This design comes from an exercise in tuning for small area, a short achievable clock period and few clock cycles per item on the open sky130 flow, not from production work.
Function was not checked in any run shown here: the RTL went through the layout flow alone.
Power is estimated from default activity; no workload was simulated.

<file path="design/flow/config.mk">
export PLATFORM = sky130hd
export DESIGN_NAME = assignment
export DESIGN_NICKNAME = assignment
export VERILOG_FILES = /design/flow/design.v
export SDC_FILE = /design/flow/constraint.sdc
export NUM_CORES = 4
export LEC_CHECK = 0
export CAP_MARGIN = 20
export CORE_MARGIN = 2
export CORE_UTILIZATION = 40
export SLEW_MARGIN = 20
export SYNTH_HIERARCHICAL = 1
export SYNTH_MINIMUM_KEEP_SIZE = 0
</file>
<file path="design/flow/constraint.sdc">
create_clock -name core_clock -period 12.5 [get_ports {clk}]
set_input_delay 2.5000 -clock core_clock [delete_from_list [all_inputs] [get_ports {clk}]]
set_output_delay 2.5000 -clock core_clock [all_outputs]
set_load 0.01 [all_outputs]
</file>
<file path="design/flow/design.v">
module fa_cell (
    input  logic a,
    input  logic b,
    input  logic ci,
    output logic s,
    output logic co
);
    assign s  = a ^ b ^ ci;
    assign co = (a & b) | (a & ci) | (b & ci);
endmodule
module assignment (
    input logic clk,
    input logic NRST,
    input logic start,
    input logic [10:0] A,
    input logic [10:0] B,
    output logic [20:0] result,
    output logic ready
);
    logic        busy;
    logic        accept;
    logic [10:0] a_value;
    logic [9:0]  b_mod;
    logic [9:0]  b_mod_next;
    logic [20:0] row0, row1;
    logic pp_0_0;
    logic pp_0_1;
    logic pp_0_2;
    logic pp_0_3;
    logic pp_0_4;
    logic pp_0_5;
    logic pp_0_6;
    logic pp_0_7;
    logic pp_0_8;
    logic pp_0_9;
    logic pp_1_0;
    logic pp_1_1;
    logic pp_1_2;
    logic pp_1_3;
    logic pp_1_4;
    logic pp_1_5;
    logic pp_1_6;
    logic pp_1_7;
    logic pp_1_8;
    logic pp_1_9;
    logic pp_2_0;
    logic pp_2_1;
    logic pp_2_2;
    logic pp_2_3;
    logic pp_2_4;
    logic pp_2_5;
    logic pp_2_6;
    logic pp_2_7;
    logic pp_2_8;
    logic pp_2_9;
    logic pp_3_0;
    logic pp_3_1;
    logic pp_3_2;
    logic pp_3_3;
    logic pp_3_4;
    logic pp_3_5;
    logic pp_3_6;
    logic pp_3_7;
    logic pp_3_8;
    logic pp_3_9;
    logic pp_4_0;
    logic pp_4_1;
    logic pp_4_2;
    logic pp_4_3;
    logic pp_4_4;
    logic pp_4_5;
    logic pp_4_6;
    logic pp_4_7;
    logic pp_4_8;
    logic pp_4_9;
    logic pp_5_0;
    logic pp_5_1;
    logic pp_5_2;
    logic pp_5_3;
    logic pp_5_4;
    logic pp_5_5;
    logic pp_5_6;
    logic pp_5_7;
    logic pp_5_8;
    logic pp_5_9;
    logic pp_6_0;
    logic pp_6_1;
    logic pp_6_2;
    logic pp_6_3;
    logic pp_6_4;
    logic pp_6_5;
    logic pp_6_6;
    logic pp_6_7;
    logic pp_6_8;
    logic pp_6_9;
    logic pp_7_0;
    logic pp_7_1;
    logic pp_7_2;
    logic pp_7_3;
    logic pp_7_4;
    logic pp_7_5;
    logic pp_7_6;
    logic pp_7_7;
    logic pp_7_8;
    logic pp_7_9;
    logic pp_8_0;
    logic pp_8_1;
    logic pp_8_2;
    logic pp_8_3;
    logic pp_8_4;
    logic pp_8_5;
    logic pp_8_6;
    logic pp_8_7;
    logic pp_8_8;
    logic pp_8_9;
    logic pp_9_0;
    logic pp_9_1;
    logic pp_9_2;
    logic pp_9_3;
    logic pp_9_4;
    logic pp_9_5;
    logic pp_9_6;
    logic pp_9_7;
    logic pp_9_8;
    logic pp_9_9;
    logic pp_10_0;
    logic pp_10_1;
    logic pp_10_2;
    logic pp_10_3;
    logic pp_10_4;
    logic pp_10_5;
    logic pp_10_6;
    logic pp_10_7;
    logic pp_10_8;
    logic pp_10_9;
    logic s1;
    logic c2;
    logic s3;
    logic c4;
    logic s5;
    logic c6;
    logic s7;
    logic c8;
    logic s9;
    logic c10;
    logic s11;
    logic c12;
    logic s13;
    logic c14;
    logic s15;
    logic c16;
    logic s17;
    logic c18;
    logic s19;
    logic c20;
    logic s21;
    logic c22;
    logic s23;
    logic c24;
    logic s25;
    logic c26;
    logic s27;
    logic c28;
    logic s29;
    logic c30;
    logic s31;
    logic c32;
    logic s33;
    logic c34;
    logic s35;
    logic c36;
    logic s37;
    logic c38;
    logic s39;
    logic c40;
    logic s41;
    logic c42;
    logic s43;
    logic c44;
    logic s45;
    logic c46;
    logic s47;
    logic c48;
    logic s49;
    logic c50;
    logic s51;
    logic c52;
    logic s53;
    logic c54;
    logic s55;
    logic c56;
    logic s57;
    logic c58;
    logic s59;
    logic c60;
    logic s61;
    logic c62;
    logic s63;
    logic c64;
    logic s65;
    logic c66;
    logic s67;
    logic c68;
    logic s69;
    logic c70;
    logic s71;
    logic c72;
    logic s73;
    logic c74;
    logic s75;
    logic c76;
    logic s77;
    logic c78;
    logic s79;
    logic c80;
    logic s81;
    logic c82;
    logic s83;
    logic c84;
    logic s85;
    logic c86;
    logic s87;
    logic c88;
    logic s89;
    logic c90;
    logic s91;
    logic c92;
    logic s93;
    logic c94;
    logic s95;
    logic c96;
    logic s97;
    logic c98;
    logic s99;
    logic c100;
    logic s101;
    logic c102;
    logic s103;
    logic c104;
    logic s105;
    logic c106;
    logic s107;
    logic c108;
    logic s109;
    logic c110;
    logic s111;
    logic c112;
    logic s113;
    logic c114;
    logic s115;
    logic c116;
    logic s117;
    logic c118;
    logic s119;
    logic c120;
    logic s121;
    logic c122;
    logic s123;
    logic c124;
    logic s125;
    logic c126;
    logic s127;
    logic c128;
    logic s129;
    logic c130;
    logic s131;
    logic c132;
    logic s133;
    logic c134;
    logic s135;
    logic c136;
    logic s137;
    logic c138;
    logic s139;
    logic c140;
    logic s141;
    logic c142;
    logic s143;
    logic c144;
    logic s145;
    logic c146;
    logic s147;
    logic c148;
    logic s149;
    logic c150;
    logic s151;
    logic c152;
    logic s153;
    logic c154;
    logic s155;
    logic c156;
    logic s157;
    logic c158;
    logic s159;
    logic c160;
    assign accept = start & ~busy;
    logic       b_ge_1000, b_ge_2000;
    logic [6:0] b_add;
    assign b_ge_1000 = B >= 11'd1000;
    assign b_ge_2000 = B >= 11'd2000;
    assign b_add = b_ge_2000 ? 7'd6 : (b_ge_1000 ? 7'd3 : 7'd0);
    assign b_mod_next = {7'(B[9:3] + b_add), B[2:0]};
    always_ff @(posedge clk) begin
        if (accept) begin
            a_value <= A;
            b_mod   <= b_mod_next;
        end
    end
    assign pp_0_0 = ~(a_value[0] & b_mod[0]);
    assign pp_0_1 = ~(a_value[0] & b_mod[1]);
    assign pp_0_2 = ~(a_value[0] & b_mod[2]);
    assign pp_0_3 = ~(a_value[0] & b_mod[3]);
    assign pp_0_4 = ~(a_value[0] & b_mod[4]);
    assign pp_0_5 = ~(a_value[0] & b_mod[5]);
    assign pp_0_6 = ~(a_value[0] & b_mod[6]);
    assign pp_0_7 = ~(a_value[0] & b_mod[7]);
    assign pp_0_8 = ~(a_value[0] & b_mod[8]);
    assign pp_0_9 = ~(a_value[0] & b_mod[9]);
    assign pp_1_0 = ~(a_value[1] & b_mod[0]);
    assign pp_1_1 = ~(a_value[1] & b_mod[1]);
    assign pp_1_2 = ~(a_value[1] & b_mod[2]);
    assign pp_1_3 = ~(a_value[1] & b_mod[3]);
    assign pp_1_4 = ~(a_value[1] & b_mod[4]);
    assign pp_1_5 = ~(a_value[1] & b_mod[5]);
    assign pp_1_6 = ~(a_value[1] & b_mod[6]);
    assign pp_1_7 = ~(a_value[1] & b_mod[7]);
    assign pp_1_8 = ~(a_value[1] & b_mod[8]);
    assign pp_1_9 = ~(a_value[1] & b_mod[9]);
    assign pp_2_0 = ~(a_value[2] & b_mod[0]);
    assign pp_2_1 = ~(a_value[2] & b_mod[1]);
    assign pp_2_2 = ~(a_value[2] & b_mod[2]);
    assign pp_2_3 = ~(a_value[2] & b_mod[3]);
    assign pp_2_4 = ~(a_value[2] & b_mod[4]);
    assign pp_2_5 = ~(a_value[2] & b_mod[5]);
    assign pp_2_6 = ~(a_value[2] & b_mod[6]);
    assign pp_2_7 = ~(a_value[2] & b_mod[7]);
    assign pp_2_8 = ~(a_value[2] & b_mod[8]);
    assign pp_2_9 = ~(a_value[2] & b_mod[9]);
    assign pp_3_0 = ~(a_value[3] & b_mod[0]);
    assign pp_3_1 = ~(a_value[3] & b_mod[1]);
    assign pp_3_2 = ~(a_value[3] & b_mod[2]);
    assign pp_3_3 = ~(a_value[3] & b_mod[3]);
    assign pp_3_4 = ~(a_value[3] & b_mod[4]);
    assign pp_3_5 = ~(a_value[3] & b_mod[5]);
    assign pp_3_6 = ~(a_value[3] & b_mod[6]);
    assign pp_3_7 = ~(a_value[3] & b_mod[7]);
    assign pp_3_8 = ~(a_value[3] & b_mod[8]);
    assign pp_3_9 = ~(a_value[3] & b_mod[9]);
    assign pp_4_0 = ~(a_value[4] & b_mod[0]);
    assign pp_4_1 = ~(a_value[4] & b_mod[1]);
    assign pp_4_2 = ~(a_value[4] & b_mod[2]);
    assign pp_4_3 = ~(a_value[4] & b_mod[3]);
    assign pp_4_4 = ~(a_value[4] & b_mod[4]);
    assign pp_4_5 = ~(a_value[4] & b_mod[5]);
    assign pp_4_6 = ~(a_value[4] & b_mod[6]);
    assign pp_4_7 = ~(a_value[4] & b_mod[7]);
    assign pp_4_8 = ~(a_value[4] & b_mod[8]);
    assign pp_4_9 = ~(a_value[4] & b_mod[9]);
    assign pp_5_0 = ~(a_value[5] & b_mod[0]);
    assign pp_5_1 = ~(a_value[5] & b_mod[1]);
    assign pp_5_2 = ~(a_value[5] & b_mod[2]);
    assign pp_5_3 = ~(a_value[5] & b_mod[3]);
    assign pp_5_4 = ~(a_value[5] & b_mod[4]);
    assign pp_5_5 = ~(a_value[5] & b_mod[5]);
    assign pp_5_6 = ~(a_value[5] & b_mod[6]);
    assign pp_5_7 = ~(a_value[5] & b_mod[7]);
    assign pp_5_8 = ~(a_value[5] & b_mod[8]);
    assign pp_5_9 = ~(a_value[5] & b_mod[9]);
    assign pp_6_0 = ~(a_value[6] & b_mod[0]);
    assign pp_6_1 = ~(a_value[6] & b_mod[1]);
    assign pp_6_2 = ~(a_value[6] & b_mod[2]);
    assign pp_6_3 = ~(a_value[6] & b_mod[3]);
    assign pp_6_4 = ~(a_value[6] & b_mod[4]);
    assign pp_6_5 = ~(a_value[6] & b_mod[5]);
    assign pp_6_6 = ~(a_value[6] & b_mod[6]);
    assign pp_6_7 = ~(a_value[6] & b_mod[7]);
    assign pp_6_8 = ~(a_value[6] & b_mod[8]);
    assign pp_6_9 = ~(a_value[6] & b_mod[9]);
    assign pp_7_0 = ~(a_value[7] & b_mod[0]);
    assign pp_7_1 = ~(a_value[7] & b_mod[1]);
    assign pp_7_2 = ~(a_value[7] & b_mod[2]);
    assign pp_7_3 = ~(a_value[7] & b_mod[3]);
    assign pp_7_4 = ~(a_value[7] & b_mod[4]);
    assign pp_7_5 = ~(a_value[7] & b_mod[5]);
    assign pp_7_6 = ~(a_value[7] & b_mod[6]);
    assign pp_7_7 = ~(a_value[7] & b_mod[7]);
    assign pp_7_8 = ~(a_value[7] & b_mod[8]);
    assign pp_7_9 = ~(a_value[7] & b_mod[9]);
    assign pp_8_0 = ~(a_value[8] & b_mod[0]);
    assign pp_8_1 = ~(a_value[8] & b_mod[1]);
    assign pp_8_2 = ~(a_value[8] & b_mod[2]);
    assign pp_8_3 = ~(a_value[8] & b_mod[3]);
    assign pp_8_4 = ~(a_value[8] & b_mod[4]);
    assign pp_8_5 = ~(a_value[8] & b_mod[5]);
    assign pp_8_6 = ~(a_value[8] & b_mod[6]);
    assign pp_8_7 = ~(a_value[8] & b_mod[7]);
    assign pp_8_8 = ~(a_value[8] & b_mod[8]);
    assign pp_8_9 = ~(a_value[8] & b_mod[9]);
    assign pp_9_0 = ~(a_value[9] & b_mod[0]);
    assign pp_9_1 = ~(a_value[9] & b_mod[1]);
    assign pp_9_2 = ~(a_value[9] & b_mod[2]);
    assign pp_9_3 = ~(a_value[9] & b_mod[3]);
    assign pp_9_4 = ~(a_value[9] & b_mod[4]);
    assign pp_9_5 = ~(a_value[9] & b_mod[5]);
    assign pp_9_6 = ~(a_value[9] & b_mod[6]);
    assign pp_9_7 = ~(a_value[9] & b_mod[7]);
    assign pp_9_8 = ~(a_value[9] & b_mod[8]);
    assign pp_9_9 = ~(a_value[9] & b_mod[9]);
    assign pp_10_0 = ~(a_value[10] & b_mod[0]);
    assign pp_10_1 = ~(a_value[10] & b_mod[1]);
    assign pp_10_2 = ~(a_value[10] & b_mod[2]);
    assign pp_10_3 = ~(a_value[10] & b_mod[3]);
    assign pp_10_4 = ~(a_value[10] & b_mod[4]);
    assign pp_10_5 = ~(a_value[10] & b_mod[5]);
    assign pp_10_6 = ~(a_value[10] & b_mod[6]);
    assign pp_10_7 = ~(a_value[10] & b_mod[7]);
    assign pp_10_8 = ~(a_value[10] & b_mod[8]);
    assign pp_10_9 = ~(a_value[10] & b_mod[9]);
    fa_cell u_fa1 (.a(pp_0_9), .b(pp_1_8), .ci(pp_2_7), .s(s1), .co(c2));
    fa_cell u_fa2 (.a(pp_10_0), .b(pp_1_9), .ci(pp_2_8), .s(s3), .co(c4));
    fa_cell u_fa3 (.a(pp_10_1), .b(pp_2_9), .ci(pp_3_8), .s(s5), .co(c6));
    fa_cell u_fa4 (.a(pp_0_6), .b(pp_1_5), .ci(pp_2_4), .s(s7), .co(c8));
    fa_cell u_fa5 (.a(pp_0_7), .b(pp_1_6), .ci(pp_2_5), .s(s9), .co(c10));
    fa_cell u_fa6 (.a(pp_3_4), .b(pp_4_3), .ci(pp_5_2), .s(s11), .co(c12));
    fa_cell u_fa7 (.a(pp_0_8), .b(pp_1_7), .ci(pp_2_6), .s(s13), .co(c14));
    fa_cell u_fa8 (.a(pp_3_5), .b(pp_4_4), .ci(pp_5_3), .s(s15), .co(c16));
    fa_cell u_fa9 (.a(pp_6_2), .b(pp_7_1), .ci(pp_8_0), .s(s17), .co(c18));
    fa_cell u_fa10 (.a(pp_3_6), .b(pp_4_5), .ci(pp_5_4), .s(s19), .co(c20));
    fa_cell u_fa11 (.a(pp_6_3), .b(pp_7_2), .ci(pp_8_1), .s(s21), .co(c22));
    fa_cell u_ha1 (.a(pp_9_0), .b(s1), .ci(1'b1), .s(s23), .co(c24));
    fa_cell u_fa12 (.a(pp_3_7), .b(pp_4_6), .ci(pp_5_5), .s(s25), .co(c26));
    fa_cell u_fa13 (.a(pp_6_4), .b(pp_7_3), .ci(pp_8_2), .s(s27), .co(c28));
    fa_cell u_fa14 (.a(pp_9_1), .b(c2), .ci(s3), .s(s29), .co(c30));
    fa_cell u_fa15 (.a(pp_4_7), .b(pp_5_6), .ci(pp_6_5), .s(s31), .co(c32));
    fa_cell u_fa16 (.a(pp_7_4), .b(pp_8_3), .ci(pp_9_2), .s(s33), .co(c34));
    fa_cell u_ha2 (.a(c4), .b(s5), .ci(1'b1), .s(s35), .co(c36));
    fa_cell u_fa17 (.a(pp_10_2), .b(pp_3_9), .ci(pp_4_8), .s(s37), .co(c38));
    fa_cell u_fa18 (.a(pp_5_7), .b(pp_6_6), .ci(pp_7_5), .s(s39), .co(c40));
    fa_cell u_fa19 (.a(pp_8_4), .b(pp_9_3), .ci(c6), .s(s41), .co(c42));
    fa_cell u_fa20 (.a(pp_10_3), .b(pp_4_9), .ci(pp_5_8), .s(s43), .co(c44));
    fa_cell u_fa21 (.a(pp_6_7), .b(pp_7_6), .ci(pp_8_5), .s(s45), .co(c46));
    fa_cell u_fa22 (.a(pp_10_4), .b(pp_5_9), .ci(pp_6_8), .s(s47), .co(c48));
    fa_cell u_fa23 (.a(pp_0_4), .b(pp_1_3), .ci(pp_2_2), .s(s49), .co(c50));
    fa_cell u_fa24 (.a(pp_0_5), .b(pp_1_4), .ci(pp_2_3), .s(s51), .co(c52));
    fa_cell u_fa25 (.a(pp_3_2), .b(pp_4_1), .ci(pp_5_0), .s(s53), .co(c54));
    fa_cell u_fa26 (.a(pp_3_3), .b(pp_4_2), .ci(pp_5_1), .s(s55), .co(c56));
    fa_cell u_ha3 (.a(pp_6_0), .b(s7), .ci(1'b1), .s(s57), .co(c58));
    fa_cell u_fa27 (.a(pp_6_1), .b(pp_7_0), .ci(c8), .s(s59), .co(c60));
    fa_cell u_ha4 (.a(s11), .b(s9), .ci(1'b1), .s(s61), .co(c62));
    fa_cell u_fa28 (.a(c10), .b(c12), .ci(s13), .s(s63), .co(c64));
    fa_cell u_ha5 (.a(s15), .b(s17), .ci(1'b1), .s(s65), .co(c66));
    fa_cell u_fa29 (.a(c14), .b(c16), .ci(c18), .s(s67), .co(c68));
    fa_cell u_fa30 (.a(s19), .b(s21), .ci(s23), .s(s69), .co(c70));
    fa_cell u_fa31 (.a(c20), .b(c22), .ci(s25), .s(s71), .co(c72));
    fa_cell u_fa32 (.a(s27), .b(c24), .ci(s29), .s(s73), .co(c74));
    fa_cell u_fa33 (.a(c26), .b(c28), .ci(s31), .s(s75), .co(c76));
    fa_cell u_fa34 (.a(s33), .b(s35), .ci(c30), .s(s77), .co(c78));
    fa_cell u_fa35 (.a(c32), .b(c34), .ci(s37), .s(s79), .co(c80));
    fa_cell u_fa36 (.a(s39), .b(c36), .ci(s41), .s(s81), .co(c82));
    fa_cell u_fa37 (.a(pp_9_4), .b(c38), .ci(c40), .s(s83), .co(c84));
    fa_cell u_fa38 (.a(s43), .b(s45), .ci(c42), .s(s85), .co(c86));
    fa_cell u_fa39 (.a(pp_7_7), .b(pp_8_6), .ci(pp_9_5), .s(s87), .co(c88));
    fa_cell u_fa40 (.a(c44), .b(c46), .ci(s47), .s(s89), .co(c90));
    fa_cell u_fa41 (.a(pp_10_5), .b(pp_6_9), .ci(pp_7_8), .s(s91), .co(c92));
    fa_cell u_fa42 (.a(pp_8_7), .b(pp_9_6), .ci(c48), .s(s93), .co(c94));
    fa_cell u_fa43 (.a(pp_10_6), .b(pp_7_9), .ci(pp_8_8), .s(s95), .co(c96));
    fa_cell u_fa44 (.a(pp_0_3), .b(pp_1_2), .ci(pp_2_1), .s(s97), .co(c98));
    fa_cell u_fa45 (.a(pp_3_1), .b(pp_4_0), .ci(s49), .s(s99), .co(c100));
    fa_cell u_fa46 (.a(c50), .b(s51), .ci(s53), .s(s101), .co(c102));
    fa_cell u_fa47 (.a(c52), .b(c54), .ci(s55), .s(s103), .co(c104));
    fa_cell u_fa48 (.a(c56), .b(c58), .ci(s61), .s(s105), .co(c106));
    fa_cell u_fa49 (.a(c62), .b(s65), .ci(c60), .s(s107), .co(c108));
    fa_cell u_fa50 (.a(c66), .b(c64), .ci(s67), .s(s109), .co(c110));
    fa_cell u_fa51 (.a(c68), .b(s71), .ci(c70), .s(s111), .co(c112));
    fa_cell u_fa52 (.a(c72), .b(s75), .ci(s77), .s(s113), .co(c114));
    fa_cell u_fa53 (.a(c76), .b(s79), .ci(c78), .s(s115), .co(c116));
    fa_cell u_fa54 (.a(c80), .b(s83), .ci(c82), .s(s117), .co(c118));
    fa_cell u_fa55 (.a(s87), .b(c84), .ci(s89), .s(s119), .co(c120));
    fa_cell u_fa56 (.a(c88), .b(s91), .ci(c90), .s(s121), .co(c122));
    fa_cell u_fa57 (.a(pp_9_7), .b(c92), .ci(s95), .s(s123), .co(c124));
    fa_cell u_fa58 (.a(pp_10_7), .b(pp_8_9), .ci(pp_9_8), .s(s125), .co(c126));
    fa_cell u_fa59 (.a(pp_0_2), .b(pp_1_1), .ci(pp_2_0), .s(s127), .co(c128));
    fa_cell u_ha6 (.a(pp_3_0), .b(s97), .ci(1'b1), .s(s129), .co(c130));
    fa_cell u_ha7 (.a(c98), .b(s99), .ci(1'b1), .s(s131), .co(c132));
    fa_cell u_ha8 (.a(c100), .b(s101), .ci(1'b1), .s(s133), .co(c134));
    fa_cell u_fa60 (.a(s57), .b(c102), .ci(s103), .s(s135), .co(c136));
    fa_cell u_fa61 (.a(c104), .b(s59), .ci(s105), .s(s137), .co(c138));
    fa_cell u_fa62 (.a(s63), .b(c106), .ci(s107), .s(s139), .co(c140));
    fa_cell u_fa63 (.a(s69), .b(c108), .ci(s109), .s(s141), .co(c142));
    fa_cell u_fa64 (.a(c110), .b(s73), .ci(s111), .s(s143), .co(c144));
    fa_cell u_fa65 (.a(c74), .b(c112), .ci(s113), .s(s145), .co(c146));
    fa_cell u_fa66 (.a(s81), .b(s115), .ci(c114), .s(s147), .co(c148));
    fa_cell u_fa67 (.a(s85), .b(c116), .ci(s117), .s(s149), .co(c150));
    fa_cell u_fa68 (.a(c86), .b(s119), .ci(c118), .s(s151), .co(c152));
    fa_cell u_fa69 (.a(s93), .b(s121), .ci(c120), .s(s153), .co(c154));
    fa_cell u_fa70 (.a(c94), .b(s123), .ci(c122), .s(s155), .co(c156));
    fa_cell u_fa71 (.a(c96), .b(s125), .ci(c124), .s(s157), .co(c158));
    fa_cell u_fa72 (.a(pp_10_8), .b(pp_9_9), .ci(c126), .s(s159), .co(c160));
    assign row0 = {1'b1, pp_10_9, s159, s157, s155, s153, c150, c148, c146, c144, c142, c140, c138, c136, c134, c132, c130, c128, s127, pp_0_1, pp_0_0};
    assign row1 = {1'b1, c160, c158, c156, c154, c152, s151, s149, s147, s145, s143, s141, s139, s137, s135, s133, s131, s129, 1'b1, pp_1_0, 1'b1};
    logic [8:0] blk0;
    assign blk0 = ~({1'b0, row0[7:0]} + {1'b0, row1[7:0]} + 9'd1);
    logic [5:0] blk1;
    assign blk1 = ~({1'b0, row0[12:8]} + {1'b0, row1[12:8]} + 6'd1);
    logic [4:0] blk2;
    assign blk2 = ~({1'b0, row0[16:13]} + {1'b0, row1[16:13]} + 5'd1);
    logic [4:0] blk3;
    assign blk3 = ~({1'b0, row0[20:17]} + {1'b0, row1[20:17]} + 5'd1);
    logic [20:0] sum_q;
    logic [2:0] gen_q;
    logic [2:1] prop_q;
    always_ff @(posedge clk) begin
        sum_q[7:0] <= blk0[7:0];
        gen_q[0] <= blk0[8];
        sum_q[12:8] <= blk1[4:0];
        gen_q[1] <= blk1[5];
        prop_q[1] <= &(row0[12:8] ^ row1[12:8]);
        sum_q[16:13] <= blk2[3:0];
        gen_q[2] <= blk2[4];
        prop_q[2] <= &(row0[16:13] ^ row1[16:13]);
        sum_q[20:17] <= blk3[3:0];
    end
    logic [3:1] cin;
    assign cin[1] = gen_q[0];
    assign cin[2] = (gen_q[0] & prop_q[1]) | gen_q[1];
    assign cin[3] = (gen_q[0] & prop_q[1] & prop_q[2]) | (gen_q[1] & prop_q[2]) | gen_q[2];
    assign result[7:0] = sum_q[7:0];
    assign result[12:8] = sum_q[12:8] + 5'(cin[1]);
    assign result[16:13] = sum_q[16:13] + 4'(cin[2]);
    assign result[20:17] = sum_q[20:17] + 4'(cin[3]);
    always_ff @(posedge clk or negedge NRST) begin
        if (!NRST) begin
            busy  <= 1'b0;
            ready <= 1'b0;
        end else begin
            busy  <= accept;
            ready <= busy | (ready & ~start);
        end
    end
endmodule
</file>
<file path="design/flow/flow/run.sh">
#!/bin/bash
# The standard layout (the standard.sh: ORFS synthesis to final layout),
# with smaller port buffers and no clock-tree dummy loads.
set -euo pipefail
export BUFFER_PORTS_ARGS="-buffer_cell ${PORT_BUF:-sky130_fd_sc_hd__buf_1}"
export CTS_ARGS="-sink_clustering_enable -repair_clock_nets -dont_use_dummy_load -buf_list sky130_fd_sc_hd__clkbuf_8"
bash standard.sh > standard.log 2>&1
</file>
<file path="design/flow/standard.sh">
#!/bin/bash
# synth_recipe.tcl (not shown) runs the flow's synth.tcl, then flattens the netlist and writes it again
# the make line also repeats each setting of config.mk as NAME=value (left out here)
make -C /OpenROAD-flow-scripts/flow DESIGN_CONFIG=/design/flow/config.mk WORK_HOME=/design/flow/orfs CLKGATE_MAP_FILE= SYNTH_SCRIPT=/design/flow/synth_recipe.tcl "${@:-finish}"
</file>
==> impl_metrics.env, run 1 <==
export IMPL_first_global_vias=3120
export IMPL_hold_depth=1
export IMPL_status="no timing/DRC/antenna violations"
export IMPL_fillers=1043
export IMPL_worst_skew_pair_late_latency_ns=0.31
export IMPL_required_ns=10.00
export IMPL_grt_ovfl_total=0
export IMPL_cts_buffers=5
export IMPL_start_util_pct=40.8
export IMPL_drc=0
export IMPL_synth_avg_cell_area_sq_um=11.0
export IMPL_slew_viol_final=0
export IMPL_worst_ep_arrival_time_ns=1.75
export IMPL_critPathKind="reg -> out"
export IMPL_ys_warn_count=7
export IMPL_clock_skew_ns=0.0214
export IMPL_drtIter0Drc=104
export IMPL_start_kind="flip-flop"
export IMPL_cts_path_max_buffers=2
export IMPL_die_h_um=109
export IMPL_grt_antenna_before_repair=0
export IMPL_dieArea_sq_um=11900
export IMPL_design_area_sq_um=4720
export IMPL_cts_tree="done"
export IMPL_dpl_hpwl_um=6320
export IMPL_worstPathMaxFanout=2
export IMPL_final_layout_size_suffix_gt1_share_pct=2.08
export IMPL_cts_max_level=2
export IMPL_netlist_instances=402
export IMPL_r2r_cells=12
export IMPL_end_kind="output pin"
export IMPL_fmax_mhz=235
export IMPL_r2r_end="gen_q[2]"
export IMPL_io_buffers=46
export IMPL_num_vias=2799
export IMPL_rsz0062_at_grt="no"
export IMPL_ys_seq_elements=49
export IMPL_postCtsSetupRepairBufs=0
export IMPL_syn_cell_area_sq_um=4410
export IMPL_hp_start="busy"
export IMPL_rows=38
export IMPL_finalWirelength_um=8030
export IMPL_ant_nets=0
export IMPL_min_to="ready"
export IMPL_fin_crit_ns=4.25
export IMPL_clk_pin_slew_worst_paths_ns=0.10
export IMPL_power_per_cell_area_nw_per_um2=197
export IMPL_synthToLayoutAreaGrowth_pct=7.07
export IMPL_post_cts_resized=0
export IMPL_fp_dieW_um=109
export IMPL_finalSetupTns_ns=0
export IMPL_hold_viol=0
export IMPL_grt_max_degree=23
export IMPL_drtPass1Iterations=4
export IMPL_grt_total_usage_pct=15.7
export IMPL_period_share_pct=34.0
export IMPL_core_sq_um=10800
export IMPL_final_nets=571
export IMPL_place_ws_ns=8.07
export IMPL_wl_per_cell_um=14.0
export IMPL_diodes=0
export IMPL_reg2reg_from="b_mod[9]"
export IMPL_gp_congestion=0.842
export IMPL_clock_tree_root_cell="clkbuf_8"
export IMPL_cts_hold_buffers=0
export IMPL_r2r_slack_ns=8.40
export IMPL_synth_cell_types=34
export IMPL_hold_path_class="reg -> reg"
export IMPL_finalSetupViolCount=0
export IMPL_grt_pass1_wl_um=14400
export IMPL_setup_slack_ns=8.25
export IMPL_seq_area_frac_synth_pct=27.3
export IMPL_vias_per_cell=4.89
export IMPL_utilization_pct=43.7
export IMPL_power_leakage_nw=1.84
export IMPL_cts_sinks=49
export IMPL_place_area_sq_um=4650
export IMPL_ios=47
export IMPL_max_cap_viol_count=0
export IMPL_max_vdd_ir_drop_uv=122
==> layout make-up <==
cell class	instances	area (sq um)	share of cell area [%]
clock buffer	5	68.8	1.46
tap	140	175	3.71
inverter	19	71.3	1.51
timing repair buffer	47	180	3.82
sequential	49	1200	25.5
multi-input combinational	312	3020	64.0
==> per-module statistics from Yosys, one instance, submodules excluded <==
module      cells  copies in the design
assignment    322                     1
fa_cell         1                    80
==> where the power goes <==
group,switching [W],internal (W),total [W]
Clock,0.0000516,0.0000363,0.0000879
Sequential,0.0000287,0.000220,0.000248
Combinational,0.000321,0.000274,0.000595
Total,0.000402,0.000530,0.000931
==> per-layer routing <==
metal	global-route usage [%]	part of all wire, %	vias to the layer above
met4	4.85	1.4	0
li1	-	-	1318
met1	19.3	42	1420
met3	2.69	3.8	8
met5	0	0	-
met2	28.1	53	53
==> synth_stat cells <==
library cell	number	area share, %
nand3_1	5	0.57
dfrtp_1	2	1.1
edfxtp_1	21	14
a211o_1	1	0.20
a21o_1	10	1.7
nor2_1	8	0.68
nor4_1	1	0.14
conb_1	1	0.085
inv_2	1	0.085
a31oi_1	1	0.14
o21ai_0	6	0.68
clkbuf_1	21	1.8
nor3b_1	1	0.17
and3_4	1	0.26
nor3_1	2	0.23
ha_1	28	8.0
xnor2_1	9	1.8
o31ai_1	1	0.17
nand2_1	112	9.5
a311oi_1	1	0.20
xor2_1	11	2.2
dfxtp_1	26	12
and2_1	3	0.43
buf_4	8	1.4
and4_1	1	0.20
inv_1	18	1.5
a22oi_1	1	0.17
nand2b_1	3	0.43
a21oi_1	8	0.91
nor2b_1	1	0.14
o21bai_1	2	0.34
a21o_2	1	0.20
fa_1	84	38
nand4_1	2	0.28
==> registers in the layout, summed over array words and instances, names as in the netlist <==
name     flops
sum_q       21
a_value     11
b_mod       10
gen_q        3
prop_q       2
busy         1
ready        1
==> logic make-up after synthesis <==
group                      Yosys count  synth area share, %
and+or+nand+nor                    140                 13.1
other                                1               0.0851
DFF                                 49                 27.3
AOI/OAI and AO/OA                   32                 4.71
buffers and inverters               48                 4.77
xor gates and xnor gates            20                 3.98
adders and majority gates          112                 46.1
==> worst max-delay path, stage by stage (launching register included) <==
cell,delay [ns]
dfxtp_1,0.33
a21o_1,0.22
a21o_1,0.19
ha_1,0.20
ha_1,0.20
xor2_1,0.15
buf_1,0.17
==> through the flow <==
step           total power, W  instances  hold WS [ns]
6_report             0.000931        572         0.471
2_1_floorplan        0.000733        409         0.429
3_5_place_dp         0.000862        567         0.455
4_1_cts              0.000951        572         0.476
5_1_grt               0.00106        572         0.502
3_3_place_gp         0.000846        567         0.435
==> worst max-delay path by stage <==
| stage | from | end | cells after the start |
|---|---|---|---|
| finish | gen_q[0] | result[19] | 6 |
| global route | gen_q[0] | result[19] | 6 |
| CTS | gen_q[0] | result[19] | 6 |
| detailed placement | B[6] | b_mod[9] | 9 |
| global placement | B[6] | b_mod[9] | 9 |
| floorplan | B[8] | b_mod[9] | 8 |
==> layout by cell type (no fill, tap or decap), types with 2 or more instances in the layout <==
master and count:
xor2_1 11, nor2_1 8, o21bai_1 2, a21o_1 10, nand4_1 2, buf_1 46, ha_1 28, a21oi_1 8
clkbuf_8 5, xnor2_1 9, nor3_1 2, nand2_1 112, nand3_1 5, dfxtp_1 26, dfrtp_1 2, o21ai_0 6
nand2b_1 3, and2_1 3, inv_1 18, edfxtp_1 21, conb_1 8, fa_1 84
==> run 2, diff against run 1 <==
--- a/design/flow/design.v
+++ b/design/flow/design.v
@@ -294,12 +294,21 @@
     logic s159;
     logic c160;
     assign accept = start & ~busy;
-    logic       b_ge_1000, b_ge_2000;
-    logic [6:0] b_add;
-    assign b_ge_1000 = B >= 11'd1000;
-    assign b_ge_2000 = B >= 11'd2000;
-    assign b_add = b_ge_2000 ? 7'd6 : (b_ge_1000 ? 7'd3 : 7'd0);
-    assign b_mod_next = {7'(B[9:3] + b_add), B[2:0]};
+    logic       b_ge_1000, b_ge_2000, b_q1, b_f;
+    logic [6:0] h;
+    assign h = B[9:3];
+    assign b_ge_2000 = B[10] & B[9] & B[8] & B[7] & B[6] & (B[5] | B[4]);
+    assign b_ge_1000 = B[10] | (B[9] & B[8] & B[7] & B[6] & B[5] & (B[4] | B[3]));
+    assign b_q1 = b_ge_1000 & ~b_ge_2000;
+    assign b_f = (b_ge_2000 & (h[1] | h[2])) | (b_q1 & (h[0] | h[1]) & h[2]);
+    assign b_mod_next[2:0] = B[2:0];
+    assign b_mod_next[3] = h[0] ^ b_q1;
+    assign b_mod_next[4] = h[1] ^ (b_ge_2000 | (b_q1 & ~h[0]));
+    assign b_mod_next[5] = h[2] ^ ((b_ge_2000 & ~h[1]) | (b_q1 & (h[0] | h[1])));
+    assign b_mod_next[6] = h[3] ^ b_f;
+    assign b_mod_next[7] = h[4] ^ (b_f & h[3]);
+    assign b_mod_next[8] = h[5] ^ (b_f & h[3] & h[4]);
+    assign b_mod_next[9] = h[6] ^ (b_f & h[3] & h[4] & h[5]);
     always_ff @(posedge clk) begin
         if (accept) begin
             a_value <= A;
@@ -427,77 +436,77 @@
     fa_cell u_fa9 (.a(pp_6_2), .b(pp_7_1), .ci(pp_8_0), .s(s17), .co(c18));
     fa_cell u_fa10 (.a(pp_3_6), .b(pp_4_5), .ci(pp_5_4), .s(s19), .co(c20));
     fa_cell u_fa11 (.a(pp_6_3), .b(pp_7_2), .ci(pp_8_1), .s(s21), .co(c22));
-    fa_cell u_ha1 (.a(pp_9_0), .b(s1), .ci(1'b1), .s(s23), .co(c24));
-    fa_cell u_fa12 (.a(pp_3_7), .b(pp_4_6), .ci(pp_5_5), .s(s25), .co(c26));
-    fa_cell u_fa13 (.a(pp_6_4), .b(pp_7_3), .ci(pp_8_2), .s(s27), .co(c28));
-    fa_cell u_fa14 (.a(pp_9_1), .b(c2), .ci(s3), .s(s29), .co(c30));
-    fa_cell u_fa15 (.a(pp_4_7), .b(pp_5_6), .ci(pp_6_5), .s(s31), .co(c32));
-    fa_cell u_fa16 (.a(pp_7_4), .b(pp_8_3), .ci(pp_9_2), .s(s33), .co(c34));
-    fa_cell u_ha2 (.a(c4), .b(s5), .ci(1'b1), .s(s35), .co(c36));
-    fa_cell u_fa17 (.a(pp_10_2), .b(pp_3_9), .ci(pp_4_8), .s(s37), .co(c38));
-    fa_cell u_fa18 (.a(pp_5_7), .b(pp_6_6), .ci(pp_7_5), .s(s39), .co(c40));
-    fa_cell u_fa19 (.a(pp_8_4), .b(pp_9_3), .ci(c6), .s(s41), .co(c42));
-    fa_cell u_fa20 (.a(pp_10_3), .b(pp_4_9), .ci(pp_5_8), .s(s43), .co(c44));
-    fa_cell u_fa21 (.a(pp_6_7), .b(pp_7_6), .ci(pp_8_5), .s(s45), .co(c46));
-    fa_cell u_fa22 (.a(pp_10_4), .b(pp_5_9), .ci(pp_6_8), .s(s47), .co(c48));
-    fa_cell u_fa23 (.a(pp_0_4), .b(pp_1_3), .ci(pp_2_2), .s(s49), .co(c50));
-    fa_cell u_fa24 (.a(pp_0_5), .b(pp_1_4), .ci(pp_2_3), .s(s51), .co(c52));
-    fa_cell u_fa25 (.a(pp_3_2), .b(pp_4_1), .ci(pp_5_0), .s(s53), .co(c54));
-    fa_cell u_fa26 (.a(pp_3_3), .b(pp_4_2), .ci(pp_5_1), .s(s55), .co(c56));
-    fa_cell u_ha3 (.a(pp_6_0), .b(s7), .ci(1'b1), .s(s57), .co(c58));
-    fa_cell u_fa27 (.a(pp_6_1), .b(pp_7_0), .ci(c8), .s(s59), .co(c60));
-    fa_cell u_ha4 (.a(s11), .b(s9), .ci(1'b1), .s(s61), .co(c62));
-    fa_cell u_fa28 (.a(c10), .b(c12), .ci(s13), .s(s63), .co(c64));
-    fa_cell u_ha5 (.a(s15), .b(s17), .ci(1'b1), .s(s65), .co(c66));
-    fa_cell u_fa29 (.a(c14), .b(c16), .ci(c18), .s(s67), .co(c68));
-    fa_cell u_fa30 (.a(s19), .b(s21), .ci(s23), .s(s69), .co(c70));
-    fa_cell u_fa31 (.a(c20), .b(c22), .ci(s25), .s(s71), .co(c72));
-    fa_cell u_fa32 (.a(s27), .b(c24), .ci(s29), .s(s73), .co(c74));
-    fa_cell u_fa33 (.a(c26), .b(c28), .ci(s31), .s(s75), .co(c76));
-    fa_cell u_fa34 (.a(s33), .b(s35), .ci(c30), .s(s77), .co(c78));
-    fa_cell u_fa35 (.a(c32), .b(c34), .ci(s37), .s(s79), .co(c80));
-    fa_cell u_fa36 (.a(s39), .b(c36), .ci(s41), .s(s81), .co(c82));
-    fa_cell u_fa37 (.a(pp_9_4), .b(c38), .ci(c40), .s(s83), .co(c84));
-    fa_cell u_fa38 (.a(s43), .b(s45), .ci(c42), .s(s85), .co(c86));
-    fa_cell u_fa39 (.a(pp_7_7), .b(pp_8_6), .ci(pp_9_5), .s(s87), .co(c88));
-    fa_cell u_fa40 (.a(c44), .b(c46), .ci(s47), .s(s89), .co(c90));
-    fa_cell u_fa41 (.a(pp_10_5), .b(pp_6_9), .ci(pp_7_8), .s(s91), .co(c92));
-    fa_cell u_fa42 (.a(pp_8_7), .b(pp_9_6), .ci(c48), .s(s93), .co(c94));
-    fa_cell u_fa43 (.a(pp_10_6), .b(pp_7_9), .ci(pp_8_8), .s(s95), .co(c96));
-    fa_cell u_fa44 (.a(pp_0_3), .b(pp_1_2), .ci(pp_2_1), .s(s97), .co(c98));
-    fa_cell u_fa45 (.a(pp_3_1), .b(pp_4_0), .ci(s49), .s(s99), .co(c100));
-    fa_cell u_fa46 (.a(c50), .b(s51), .ci(s53), .s(s101), .co(c102));
-    fa_cell u_fa47 (.a(c52), .b(c54), .ci(s55), .s(s103), .co(c104));
-    fa_cell u_fa48 (.a(c56), .b(c58), .ci(s61), .s(s105), .co(c106));
-    fa_cell u_fa49 (.a(c62), .b(s65), .ci(c60), .s(s107), .co(c108));
-    fa_cell u_fa50 (.a(c66), .b(c64), .ci(s67), .s(s109), .co(c110));
-    fa_cell u_fa51 (.a(c68), .b(s71), .ci(c70), .s(s111), .co(c112));
-    fa_cell u_fa52 (.a(c72), .b(s75), .ci(s77), .s(s113), .co(c114));
-    fa_cell u_fa53 (.a(c76), .b(s79), .ci(c78), .s(s115), .co(c116));
-    fa_cell u_fa54 (.a(c80), .b(s83), .ci(c82), .s(s117), .co(c118));
-    fa_cell u_fa55 (.a(s87), .b(c84), .ci(s89), .s(s119), .co(c120));
-    fa_cell u_fa56 (.a(c88), .b(s91), .ci(c90), .s(s121), .co(c122));
-    fa_cell u_fa57 (.a(pp_9_7), .b(c92), .ci(s95), .s(s123), .co(c124));
-    fa_cell u_fa58 (.a(pp_10_7), .b(pp_8_9), .ci(pp_9_8), .s(s125), .co(c126));
-    fa_cell u_fa59 (.a(pp_0_2), .b(pp_1_1), .ci(pp_2_0), .s(s127), .co(c128));
-    fa_cell u_ha6 (.a(pp_3_0), .b(s97), .ci(1'b1), .s(s129), .co(c130));
-    fa_cell u_ha7 (.a(c98), .b(s99), .ci(1'b1), .s(s131), .co(c132));
-    fa_cell u_ha8 (.a(c100), .b(s101), .ci(1'b1), .s(s133), .co(c134));
-    fa_cell u_fa60 (.a(s57), .b(c102), .ci(s103), .s(s135), .co(c136));
-    fa_cell u_fa61 (.a(c104), .b(s59), .ci(s105), .s(s137), .co(c138));
-    fa_cell u_fa62 (.a(s63), .b(c106), .ci(s107), .s(s139), .co(c140));
-    fa_cell u_fa63 (.a(s69), .b(c108), .ci(s109), .s(s141), .co(c142));
-    fa_cell u_fa64 (.a(c110), .b(s73), .ci(s111), .s(s143), .co(c144));
-    fa_cell u_fa65 (.a(c74), .b(c112), .ci(s113), .s(s145), .co(c146));
-    fa_cell u_fa66 (.a(s81), .b(s115), .ci(c114), .s(s147), .co(c148));
-    fa_cell u_fa67 (.a(s85), .b(c116), .ci(s117), .s(s149), .co(c150));
-    fa_cell u_fa68 (.a(c86), .b(s119), .ci(c118), .s(s151), .co(c152));
-    fa_cell u_fa69 (.a(s93), .b(s121), .ci(c120), .s(s153), .co(c154));
-    fa_cell u_fa70 (.a(c94), .b(s123), .ci(c122), .s(s155), .co(c156));
-    fa_cell u_fa71 (.a(c96), .b(s125), .ci(c124), .s(s157), .co(c158));
-    fa_cell u_fa72 (.a(pp_10_8), .b(pp_9_9), .ci(c126), .s(s159), .co(c160));
-    assign row0 = {1'b1, pp_10_9, s159, s157, s155, s153, c150, c148, c146, c144, c142, c140, c138, c136, c134, c132, c130, c128, s127, pp_0_1, pp_0_0};
-    assign row1 = {1'b1, c160, c158, c156, c154, c152, s151, s149, s147, s145, s143, s141, s139, s137, s135, s133, s131, s129, 1'b1, pp_1_0, 1'b1};
+    fa_cell u_fa12 (.a(pp_9_0), .b(s1), .ci(c14), .s(s23), .co(c24));
+    fa_cell u_fa13 (.a(pp_3_7), .b(pp_4_6), .ci(pp_5_5), .s(s25), .co(c26));
+    fa_cell u_fa14 (.a(pp_6_4), .b(pp_7_3), .ci(pp_8_2), .s(s27), .co(c28));
+    fa_cell u_fa15 (.a(pp_9_1), .b(c2), .ci(s3), .s(s29), .co(c30));
+    fa_cell u_fa16 (.a(pp_4_7), .b(pp_5_6), .ci(pp_6_5), .s(s31), .co(c32));
+    fa_cell u_fa17 (.a(pp_7_4), .b(pp_8_3), .ci(pp_9_2), .s(s33), .co(c34));
+    fa_cell u_fa18 (.a(c4), .b(s5), .ci(c26), .s(s35), .co(c36));
+    fa_cell u_fa19 (.a(pp_10_2), .b(pp_3_9), .ci(pp_4_8), .s(s37), .co(c38));
+    fa_cell u_fa20 (.a(pp_5_7), .b(pp_6_6), .ci(pp_7_5), .s(s39), .co(c40));
+    fa_cell u_fa21 (.a(pp_8_4), .b(pp_9_3), .ci(c6), .s(s41), .co(c42));
+    fa_cell u_fa22 (.a(pp_10_3), .b(pp_4_9), .ci(pp_5_8), .s(s43), .co(c44));
+    fa_cell u_fa23 (.a(pp_6_7), .b(pp_7_6), .ci(pp_8_5), .s(s45), .co(c46));
+    fa_cell u_fa24 (.a(pp_10_4), .b(pp_5_9), .ci(pp_6_8), .s(s47), .co(c48));
+    fa_cell u_fa25 (.a(pp_0_4), .b(pp_1_3), .ci(pp_2_2), .s(s49), .co(c50));
+    fa_cell u_fa26 (.a(pp_0_5), .b(pp_1_4), .ci(pp_2_3), .s(s51), .co(c52));
+    fa_cell u_fa27 (.a(pp_3_2), .b(pp_4_1), .ci(pp_5_0), .s(s53), .co(c54));
+    fa_cell u_fa28 (.a(pp_3_3), .b(pp_4_2), .ci(pp_5_1), .s(s55), .co(c56));
+    fa_cell u_fa29 (.a(pp_6_0), .b(s7), .ci(c52), .s(s57), .co(c58));
+    fa_cell u_fa30 (.a(pp_6_1), .b(pp_7_0), .ci(c8), .s(s59), .co(c60));
+    fa_cell u_fa31 (.a(s11), .b(s9), .ci(c56), .s(s61), .co(c62));
+    fa_cell u_fa32 (.a(c10), .b(c12), .ci(s13), .s(s63), .co(c64));
+    fa_cell u_fa33 (.a(s15), .b(s17), .ci(c60), .s(s65), .co(c66));
+    fa_cell u_fa34 (.a(c16), .b(c18), .ci(s19), .s(s67), .co(c68));
+    fa_cell u_fa35 (.a(s21), .b(s23), .ci(c64), .s(s69), .co(c70));
+    fa_cell u_fa36 (.a(c20), .b(c22), .ci(s25), .s(s71), .co(c72));
+    fa_cell u_fa37 (.a(s27), .b(c24), .ci(s29), .s(s73), .co(c74));
+    fa_cell u_fa38 (.a(c28), .b(s31), .ci(s33), .s(s75), .co(c76));
+    fa_cell u_fa39 (.a(c30), .b(s35), .ci(c72), .s(s77), .co(c78));
+    fa_cell u_fa40 (.a(c32), .b(c34), .ci(s37), .s(s79), .co(c80));
+    fa_cell u_fa41 (.a(s39), .b(c36), .ci(s41), .s(s81), .co(c82));
+    fa_cell u_fa42 (.a(pp_9_4), .b(c38), .ci(c40), .s(s83), .co(c84));
+    fa_cell u_fa43 (.a(s43), .b(s45), .ci(c42), .s(s85), .co(c86));
+    fa_cell u_fa44 (.a(pp_7_7), .b(pp_8_6), .ci(pp_9_5), .s(s87), .co(c88));
+    fa_cell u_fa45 (.a(c44), .b(c46), .ci(s47), .s(s89), .co(c90));
+    fa_cell u_fa46 (.a(pp_10_5), .b(pp_6_9), .ci(pp_7_8), .s(s91), .co(c92));
+    fa_cell u_fa47 (.a(pp_8_7), .b(pp_9_6), .ci(c48), .s(s93), .co(c94));
+    fa_cell u_fa48 (.a(pp_10_6), .b(pp_7_9), .ci(pp_8_8), .s(s95), .co(c96));
+    fa_cell u_fa49 (.a(pp_0_3), .b(pp_1_2), .ci(pp_2_1), .s(s97), .co(c98));
+    fa_cell u_fa50 (.a(pp_3_1), .b(pp_4_0), .ci(s49), .s(s99), .co(c100));
+    fa_cell u_fa51 (.a(c50), .b(s51), .ci(s53), .s(s101), .co(c102));
+    fa_cell u_fa52 (.a(c54), .b(s55), .ci(s57), .s(s103), .co(c104));
+    fa_cell u_fa53 (.a(c58), .b(s59), .ci(s61), .s(s105), .co(c106));
+    fa_cell u_fa54 (.a(c62), .b(s63), .ci(s65), .s(s107), .co(c108));
+    fa_cell u_fa55 (.a(s67), .b(c66), .ci(s69), .s(s109), .co(c110));
+    fa_cell u_fa56 (.a(c68), .b(s71), .ci(c70), .s(s111), .co(c112));
+    fa_cell u_fa57 (.a(s75), .b(c74), .ci(s77), .s(s113), .co(c114));
+    fa_cell u_fa58 (.a(c76), .b(s79), .ci(s81), .s(s115), .co(c116));
+    fa_cell u_fa59 (.a(c80), .b(s83), .ci(c82), .s(s117), .co(c118));
+    fa_cell u_fa60 (.a(s87), .b(c84), .ci(s89), .s(s119), .co(c120));
+    fa_cell u_fa61 (.a(c88), .b(s91), .ci(c90), .s(s121), .co(c122));
+    fa_cell u_fa62 (.a(pp_9_7), .b(c92), .ci(s95), .s(s123), .co(c124));
+    fa_cell u_fa63 (.a(pp_10_7), .b(pp_8_9), .ci(pp_9_8), .s(s125), .co(c126));
+    fa_cell u_fa64 (.a(pp_0_2), .b(pp_1_1), .ci(pp_2_0), .s(s127), .co(c128));
+    fa_cell u_fa65 (.a(pp_3_0), .b(s97), .ci(c128), .s(s129), .co(c130));
+    fa_cell u_fa66 (.a(c98), .b(s99), .ci(c130), .s(s131), .co(c132));
+    fa_cell u_fa67 (.a(c100), .b(s101), .ci(c132), .s(s133), .co(c134));
+    fa_cell u_ha1 (.a(c102), .b(s103), .ci(1'b1), .s(s135), .co(c136));
+    fa_cell u_ha2 (.a(c104), .b(s105), .ci(1'b1), .s(s137), .co(c138));
+    fa_cell u_ha3 (.a(c106), .b(s107), .ci(1'b1), .s(s139), .co(c140));
+    fa_cell u_ha4 (.a(c108), .b(s109), .ci(1'b1), .s(s141), .co(c142));
+    fa_cell u_fa68 (.a(s73), .b(c110), .ci(s111), .s(s143), .co(c144));
+    fa_cell u_ha5 (.a(c112), .b(s113), .ci(1'b1), .s(s145), .co(c146));
+    fa_cell u_fa69 (.a(c78), .b(c114), .ci(s115), .s(s147), .co(c148));
+    fa_cell u_fa70 (.a(s85), .b(s117), .ci(c116), .s(s149), .co(c150));
+    fa_cell u_fa71 (.a(c86), .b(s119), .ci(c118), .s(s151), .co(c152));
+    fa_cell u_fa72 (.a(s93), .b(s121), .ci(c120), .s(s153), .co(c154));
+    fa_cell u_fa73 (.a(c94), .b(s123), .ci(c122), .s(s155), .co(c156));
+    fa_cell u_fa74 (.a(c96), .b(s125), .ci(c124), .s(s157), .co(c158));
+    fa_cell u_fa75 (.a(pp_10_8), .b(pp_9_9), .ci(c126), .s(s159), .co(c160));
+    assign row0 = {1'b1, pp_10_9, s159, s157, s155, s153, c150, c148, c146, s145, c142, c140, c138, c136, s135, s133, s131, s129, s127, pp_0_1, pp_0_0};
+    assign row1 = {1'b1, c160, c158, c156, c154, c152, s151, s149, s147, c144, s143, s141, s139, s137, c134, 1'b1, 1'b1, 1'b1, 1'b1, pp_1_0, 1'b1};
     logic [8:0] blk0;
     assign blk0 = ~({1'b0, row0[7:0]} + {1'b0, row1[7:0]} + 9'd1);
     logic [5:0] blk1;
--- a/design/flow/config.mk
+++ b/design/flow/config.mk
@@ -7,7 +7,7 @@
 export LEC_CHECK = 0
 export CAP_MARGIN = 20
 export CORE_MARGIN = 2
-export CORE_UTILIZATION = 40
+export CORE_UTILIZATION = 65
 export SLEW_MARGIN = 20
 export SYNTH_HIERARCHICAL = 1
 export SYNTH_MINIMUM_KEEP_SIZE = 0
==> impl_metrics.env, run 2 <==
export IMPL_synth_cell_types=33
export IMPL_hold_viol=0
export IMPL_finalWirelength_um=7480
export IMPL_critPathKind="reg -> reg"
export IMPL_syn_cell_area_sq_um=4330
export IMPL_grt_max_degree=23
export IMPL_die_h_um=85.6
export IMPL_ys_seq_elements=49
export IMPL_vias_per_cell=5.52
export IMPL_fp_dieW_um=85.6
export IMPL_clk_pin_slew_worst_paths_ns=0.11
export IMPL_end_kind="flip-flop"
export IMPL_drtIter0Drc=165
export IMPL_grt_total_usage_pct=23.3
export IMPL_finalSetupViolCount=0
export IMPL_grt_antenna_before_repair=0
export IMPL_clock_skew_ns=0.0365
export IMPL_postCtsSetupRepairBufs=0
export IMPL_async_flop_share_pct=4.08
export IMPL_r2r_cells=13
export IMPL_io_buffers=46
export IMPL_netlist_instances=396
export IMPL_clock_tree_root_cell="clkbuf_8"
export IMPL_final_layout_size_suffix_gt1_share_pct=2.14
export IMPL_cts_sinks=49
export IMPL_fmax_mhz=232
export IMPL_power_leakage_nw=1.76
export IMPL_synth_flop_cell="dfxtp_1"
export IMPL_synth_top_area_share_pct=38.4
export IMPL_cts_hold_buffers=0
export IMPL_largest_register="sum_q"
export IMPL_synth_edf_count=21
export IMPL_gp_congestion=0.910
export IMPL_finalSetupTns_ns=0
export IMPL_fin_crit_ns=4.31
export IMPL_hold_depth=1
export IMPL_drc=0
export IMPL_r2r_slack_ns=8.19
export IMPL_synth_most_common_cell="nand2_1"
export IMPL_ant_nets=0
export IMPL_start_kind="flip-flop"
export IMPL_min_to="ready"
export IMPL_core_sq_um=6390
export IMPL_worst_ep_arrival_time_ns=4.49
export IMPL_dpl_hpwl_um=6030
export IMPL_ys_warn_count=7
export IMPL_rows=29
export IMPL_synthToLayoutAreaGrowth_pct=4.74
export IMPL_period_share_pct=34.5
export IMPL_design_area_sq_um=4530
export IMPL_final_nets=557
export IMPL_cts_path_max_buffers=2
export IMPL_largest_reg_flops=21
export IMPL_mostFrequentLayoutCells="nand2_1, fa_1, buf_1, ha_1, dfxtp_1"
export IMPL_holdWs_ns=0.468
export IMPL_post_cts_resized=0
export IMPL_worstPathMaxFanout=11
export IMPL_yosys_top_cells_count="nand2_1, fa_1, dfxtp_1, ha_1"
export IMPL_seq_area_frac_synth_pct=27.7
export IMPL_wl_per_cell_um=15.0
export IMPL_final_common_cell="nand2_1"
export IMPL_cts_tree="done"
export IMPL_ios=47
export IMPL_drtPass1Iterations=5
export IMPL_hp_start="busy"
export IMPL_hold_path_class="reg -> reg"
export IMPL_r2r_end="sum_q[12]"
export IMPL_synth_area_top_cells="fa_1, edfxtp_1, dfxtp_1"
export IMPL_rsz0062_at_grt="no"
export IMPL_stdcell_count=498
export IMPL_cts_max_level=2
export IMPL_first_global_vias=2944
export IMPL_power_per_cell_area_nw_per_um2=198
export IMPL_reg2reg_from="b_mod[6]"
export IMPL_top_regs="sum_q x21, a_value x11, b_mod x10"
export IMPL_slew_viol_final=0
export IMPL_status="no timing/DRC/antenna violations"
export IMPL_placed_cells_incl_taps=493
export IMPL_num_vias=2751
export IMPL_synth_avg_cell_area_sq_um=10.9
export IMPL_dieArea_sq_um=7330
export IMPL_worst_skew_pair_late_latency_ns=0.32
export IMPL_required_ns=12.67
export IMPL_max_cap_viol_count=0
export IMPL_diodes=0
export IMPL_grt_pass1_wl_um=13000
export IMPL_grt_ovfl_total=0
export IMPL_cts_buffers=5
export IMPL_max_vdd_ir_drop_uv=257
export IMPL_start_util_pct=67.8
export IMPL_place_area_sq_um=4470
export IMPL_synth_top_area_cell="fa_1"
run 2: changes by cell type after synthesis, sizes merged, moves of 2 or more:
| cell | delta |
|---|---|
| o21ai | +2 |
| nand4 | -2 |
| a21o | -4 |
| nand2 | +3 |
| ha | -2 |
| xnor2 | -2 |
| nand2b | -3 |
run 2: power breakdown:
part	total (W)	switching [W]	internal, W	leakage, nW
Sequential	0.000246	0.0000272	0.000218	0.443
Combinational	0.000563	0.000306	0.000257	1.28
Clock	0.0000869	0.0000506	0.0000363	0.0359
Total	0.000896	0.000384	0.000512	1.76
run 2: routing by layer:
layer | wire length (um) | track usage (%) | vias to the layer above
met5 | 0 | 0 | -
met4 | 228 | 9.09 | 0
met3 | 383 | 3.75 | 22
met2 | 3930 | 42.5 | 84
met1 | 2940 | 27.5 | 1363
li1 | - | - | 1282
run 2: final cells by class:
type,count,area (sq um)
Fill cell,515,1850
Tap cell,77,96.3
Inverter,19,71.3
Multi-Input combinational cell,301,2920
Sequential cell,49,1200
Timing Repair Buffer,47,180
Clock buffer,5,68.8
run 2: per-module statistics from Yosys, one instance, submodules excluded:
module,flops+latches,cells inside,copies in the design
assignment,49,316,1
fa_cell,0,1,80
run 2: how the worst max path moves through the flow:
stage / from / end / cells past startpoint
finish: b_mod[6] / sum_q[12] / 13
global route: b_mod[9] / sum_q[12] / 12
CTS: b_mod[6] / sum_q[12] / 13
detailed placement: b_mod[6] / sum_q[12] / 13
global placement: b_mod[9] / sum_q[12] / 12
floorplan: b_mod[9] / sum_q[12] / 13
run 2: cells by family (layout without fill, tap and decap cells):
logic type / count (synthesis) / count (layout) / share of synthesized area (%)
and+or+nand+nor: 139 / 139 / 13.0
xor gates and xnor gates: 18 / 18 / 3.64
DFF: 49 / 49 / 27.7
other: 1 / 5 / 0.0866
buffers and inverters: 50 / 71 / 5.23
AOI/OAI and AO/OA: 30 / 30 / 4.42
adders and majority gates: 109 / 109 / 45.9
run 2: critical path, cell delays in order (launching register included):
cell      delay [ns]
edfxtp_1        0.59
nand2_1         0.14
fa_1            0.48
fa_1            0.40
fa_1            0.52
fa_1            0.45
fa_1            0.52
inv_1           0.04
ha_1            0.19
fa_1            0.41
inv_1           0.08
a21o_1          0.12
a21oi_1         0.07
xor2_1          0.14
run 2: per-stage QoR:
| step | power, W | worst slack, ns | util, % |
|---|---|---|---|
| floorplan | 0.000699 | 8.38 | - |
| global placement | 0.000803 | 8.35 | 69.9 |
| detailed placement | 0.000823 | 8.24 | 69.9 |
| CTS | 0.000911 | 8.19 | 71.0 |
| global route | 0.00100 | 7.99 | 71.0 |
| finish | 0.000896 | 8.19 | 71.0 |
==> run 3, diff against run 2 <==
--- a/design/flow/design.v
+++ b/design/flow/design.v
@@ -493,20 +493,20 @@
     fa_cell u_fa66 (.a(c98), .b(s99), .ci(c130), .s(s131), .co(c132));
     fa_cell u_fa67 (.a(c100), .b(s101), .ci(c132), .s(s133), .co(c134));
     fa_cell u_ha1 (.a(c102), .b(s103), .ci(1'b1), .s(s135), .co(c136));
-    fa_cell u_ha2 (.a(c104), .b(s105), .ci(1'b1), .s(s137), .co(c138));
-    fa_cell u_ha3 (.a(c106), .b(s107), .ci(1'b1), .s(s139), .co(c140));
-    fa_cell u_ha4 (.a(c108), .b(s109), .ci(1'b1), .s(s141), .co(c142));
-    fa_cell u_fa68 (.a(s73), .b(c110), .ci(s111), .s(s143), .co(c144));
-    fa_cell u_ha5 (.a(c112), .b(s113), .ci(1'b1), .s(s145), .co(c146));
-    fa_cell u_fa69 (.a(c78), .b(c114), .ci(s115), .s(s147), .co(c148));
-    fa_cell u_fa70 (.a(s85), .b(s117), .ci(c116), .s(s149), .co(c150));
-    fa_cell u_fa71 (.a(c86), .b(s119), .ci(c118), .s(s151), .co(c152));
-    fa_cell u_fa72 (.a(s93), .b(s121), .ci(c120), .s(s153), .co(c154));
-    fa_cell u_fa73 (.a(c94), .b(s123), .ci(c122), .s(s155), .co(c156));
-    fa_cell u_fa74 (.a(c96), .b(s125), .ci(c124), .s(s157), .co(c158));
-    fa_cell u_fa75 (.a(pp_10_8), .b(pp_9_9), .ci(c126), .s(s159), .co(c160));
-    assign row0 = {1'b1, pp_10_9, s159, s157, s155, s153, c150, c148, c146, s145, c142, c140, c138, c136, s135, s133, s131, s129, s127, pp_0_1, pp_0_0};
-    assign row1 = {1'b1, c160, c158, c156, c154, c152, s151, s149, s147, c144, s143, s141, s139, s137, c134, 1'b1, 1'b1, 1'b1, 1'b1, pp_1_0, 1'b1};
+    fa_cell u_fa68 (.a(c104), .b(s105), .ci(c136), .s(s137), .co(c138));
+    fa_cell u_ha2 (.a(c106), .b(s107), .ci(1'b1), .s(s139), .co(c140));
+    fa_cell u_ha3 (.a(c108), .b(s109), .ci(1'b1), .s(s141), .co(c142));
+    fa_cell u_fa69 (.a(s73), .b(c110), .ci(s111), .s(s143), .co(c144));
+    fa_cell u_ha4 (.a(c112), .b(s113), .ci(1'b1), .s(s145), .co(c146));
+    fa_cell u_fa70 (.a(c78), .b(c114), .ci(s115), .s(s147), .co(c148));
+    fa_cell u_fa71 (.a(s85), .b(s117), .ci(c116), .s(s149), .co(c150));
+    fa_cell u_fa72 (.a(c86), .b(s119), .ci(c118), .s(s151), .co(c152));
+    fa_cell u_fa73 (.a(s93), .b(s121), .ci(c120), .s(s153), .co(c154));
+    fa_cell u_fa74 (.a(c94), .b(s123), .ci(c122), .s(s155), .co(c156));
+    fa_cell u_fa75 (.a(c96), .b(s125), .ci(c124), .s(s157), .co(c158));
+    fa_cell u_fa76 (.a(pp_10_8), .b(pp_9_9), .ci(c126), .s(s159), .co(c160));
+    assign row0 = {1'b1, pp_10_9, s159, s157, s155, s153, c150, c148, c146, s145, c142, c140, s139, s137, s135, s133, s131, s129, s127, pp_0_1, pp_0_0};
+    assign row1 = {1'b1, c160, c158, c156, c154, c152, s151, s149, s147, c144, s143, s141, c138, 1'b1, c134, 1'b1, 1'b1, 1'b1, 1'b1, pp_1_0, 1'b1};
     logic [8:0] blk0;
     assign blk0 = ~({1'b0, row0[7:0]} + {1'b0, row1[7:0]} + 9'd1);
     logic [5:0] blk1;
==> impl_metrics.env, run 3 <==
export IMPL_grt_total_usage_pct=23.6
export IMPL_synth_top_area_share_pct=38.6
export IMPL_rows=29
export IMPL_clk_pin_slew_worst_paths_ns=0.09
export IMPL_final_common_cell="nand2_1"
export IMPL_rsz0062_at_grt="no"
export IMPL_grt_pass1_wl_um=13400
export IMPL_multi_input_area_sq_um=2890
export IMPL_dieArea_sq_um=7290
export IMPL_final_layout_size_suffix_gt1_share_pct=2.16
export IMPL_postCtsSetupRepairBufs=0
export IMPL_worstPathMaxFanout=11
export IMPL_ys_warn_count=7
export IMPL_worst_skew_pair_late_latency_ns=0.30
export IMPL_design_area_sq_um=4510
export IMPL_wl_per_cell_um=15.0
export IMPL_synth_avg_cell_area_sq_um=11.0
export IMPL_syn_cell_area_sq_um=4310
export IMPL_cts_hold_buffers=0
export IMPL_vias_per_cell=5.55
export IMPL_fillers=478
export IMPL_holdWs_ns=0.465
export IMPL_fin_crit_ns=4.23
export IMPL_core_sq_um=6390
export IMPL_seq_area_sq_um=1200
export IMPL_power_share_switching_pct=42.0
export IMPL_status="no timing/DRC/antenna violations"
export IMPL_largest_register="sum_q"
export IMPL_clock_tree_root_cell="clkbuf_8"
export IMPL_dpl_hpwl_um=5970
export IMPL_cts_path_max_buffers=2
export IMPL_synth_cell_types=34
export IMPL_utilization_pct=70.6
export IMPL_pwr_share_clk_pct=9.5
export IMPL_seq_area_frac_synth_pct=27.9
export IMPL_max_cap_viol_count=0
export IMPL_synth_area_top_cells="fa_1, edfxtp_1, dfxtp_1"
export IMPL_place_area_sq_um=4440
export IMPL_drc=0
export IMPL_die_h_um=85.4
export IMPL_async_flop_share_pct=4.08
export IMPL_synth_top_area_cell="fa_1"
export IMPL_start_util_pct=67.4
export IMPL_finalSetupViolCount=0
export IMPL_drtIter0Drc=179
export IMPL_drtPass1Iterations=4
export IMPL_num_vias=2734
export IMPL_netlist_instances=392
export IMPL_cts_max_level=2
export IMPL_finalWirelength_um=7400
export IMPL_start_kind="flip-flop"
export IMPL_ys_seq_elements=49
export IMPL_r2r_cells=12
export IMPL_first_global_vias=2998
export IMPL_worst_ep_arrival_time_ns=4.40
export IMPL_hold_depth=1
export IMPL_finalSetupTns_ns=0
export IMPL_yosys_top_cells_count="nand2_1, fa_1, dfxtp_1"
export IMPL_post_cts_resized=0
export IMPL_period_share_pct=33.9
export IMPL_grt_max_degree=23
export IMPL_total_power_w=0.000871
export IMPL_required_ns=12.67
export IMPL_io_buffers=46
export IMPL_power_per_cell_area_nw_per_um2=193
export IMPL_ant_nets=0
export IMPL_final_nets=551
export IMPL_fp_dieW_um=85.4
export IMPL_synth_flop_cell="dfxtp_1"
export IMPL_synthToLayoutAreaGrowth_pct=4.68
export IMPL_slew_viol_final=0
export IMPL_top_regs="sum_q x21, a_value x11, b_mod x10"
export IMPL_cts_tree="done"
export IMPL_power_switching_w=0.000366
export IMPL_max_vdd_ir_drop_uv=263
export IMPL_pwr_share_comb_pct=62.6
export IMPL_fmax_mhz=236
export IMPL_ios=47
export IMPL_gp_congestion=0.904
export IMPL_cts_buffers=5
export IMPL_synth_most_common_cell="nand2_1"
export IMPL_synth_edf_count=21
export IMPL_hold_viol=0
export IMPL_grt_antenna_before_repair=0
export IMPL_clock_skew_ns=0.0200
export IMPL_mostFrequentLayoutCells="nand2_1, fa_1, buf_1, dfxtp_1, ha_1"
export IMPL_diodes=0
export IMPL_grt_ovfl_total=0
export IMPL_critPathKind="reg -> reg"
export IMPL_end_kind="flip-flop"
export IMPL_cts_sinks=49
export IMPL_internal_power_w=0.000505
export IMPL_hold_path_class="reg -> reg"
export IMPL_seqPwrFrac_pct=27.9
export IMPL_largest_reg_flops=21
export IMPL_power_leakage_nw=1.74
[run 3: modules after synthesis (local to each module, per instance)]
| module | cell area [sq um] | cells |
|---|---|---|
| fa_cell | 20.0 | 1 |
| assignment | 2710 | 312 |
[run 3: kinds of logic after synthesis]
family                   count (synthesis)  synth area share (%)
other                                    1                0.0871
adder cells (fa/ha/maj)                108                  45.8
AND/OR/NAND/NOR                        137                  12.9
flip-flops                              49                  27.9
AO/OA/AOI/OAI                           29                  4.33
XOR/XNOR                                18                  3.66
buffers and inverters                   50                  5.26
[run 3: layout make-up]
class | count | area share, %
tap | 77 | 2.14
sequential | 49 | 26.6
multi-input combinational | 296 | 64.1
clock buffer | 5 | 1.53
inverter | 19 | 1.58
timing repair buffer | 47 | 4.00
[run 3: final timing paths]
check	startpoint	endpoint	slack, ns
hold reg to reg	busy	ready	0.47
min in group asynchronous	NRST	ready	1.96
hold / removal	busy	ready	0.47
setup / recovery	b_mod[9]	sum_q[12]	8.27
max in group asynchronous	NRST	busy	10.42
setup reg to reg	b_mod[9]	sum_q[12]	8.27
[run 3: per-layer routing]
metal,track usage [%],vias up,wire [um]
met5,0,-,0
met4,6.20,0,142
met3,3.40,13,290
met2,43.5,76,3980
met1,29.1,1375,2990
li1,-,1270,-
[run 3: through the flow]
| stage | worst slack, ns | std cells |
|---|---|---|
| detailed placement | 8.29 | 488 |
| global route | 8.02 | 493 |
| finish | 8.27 | 493 |
| CTS | 8.26 | 493 |
| floorplan | 8.38 | 395 |
| global placement | 8.35 | 488 |
[run 3: power groups by stage]
stage | logic [W] | registers (W) | clock network [W]
floorplan | 0.000453 | 0.000233 | 0
global placement | 0.000541 | 0.000247 | 0
detailed placement | 0.000555 | 0.000247 | 0
CTS | 0.000557 | 0.000244 | 0.0000854
global route | 0.000640 | 0.000248 | 0.0000921
finish | 0.000545 | 0.000243 | 0.0000828
[run 3: critical path, cell delays in order, from the launching register on]
cell and delay, ns:
edfxtp_1 0.56, nand2_1 0.14, fa_1 0.58, fa_1 0.44, fa_1 0.54, fa_1 0.44, fa_1 0.55, inv_1 0.06
fa_1 0.42, inv_1 0.07, a21o_1 0.10, a21oi_1 0.07, xor2_1 0.15

Re-timed with assumed drivers on the ports (clkbuf_16 on the clock, buf_2 on other inputs), run 3 has 8.258 ns of setup slack against 8.267 ns with ideal ports, and 8.267 ns once port delays also move by the mid clock arrival of 0.325 ns.
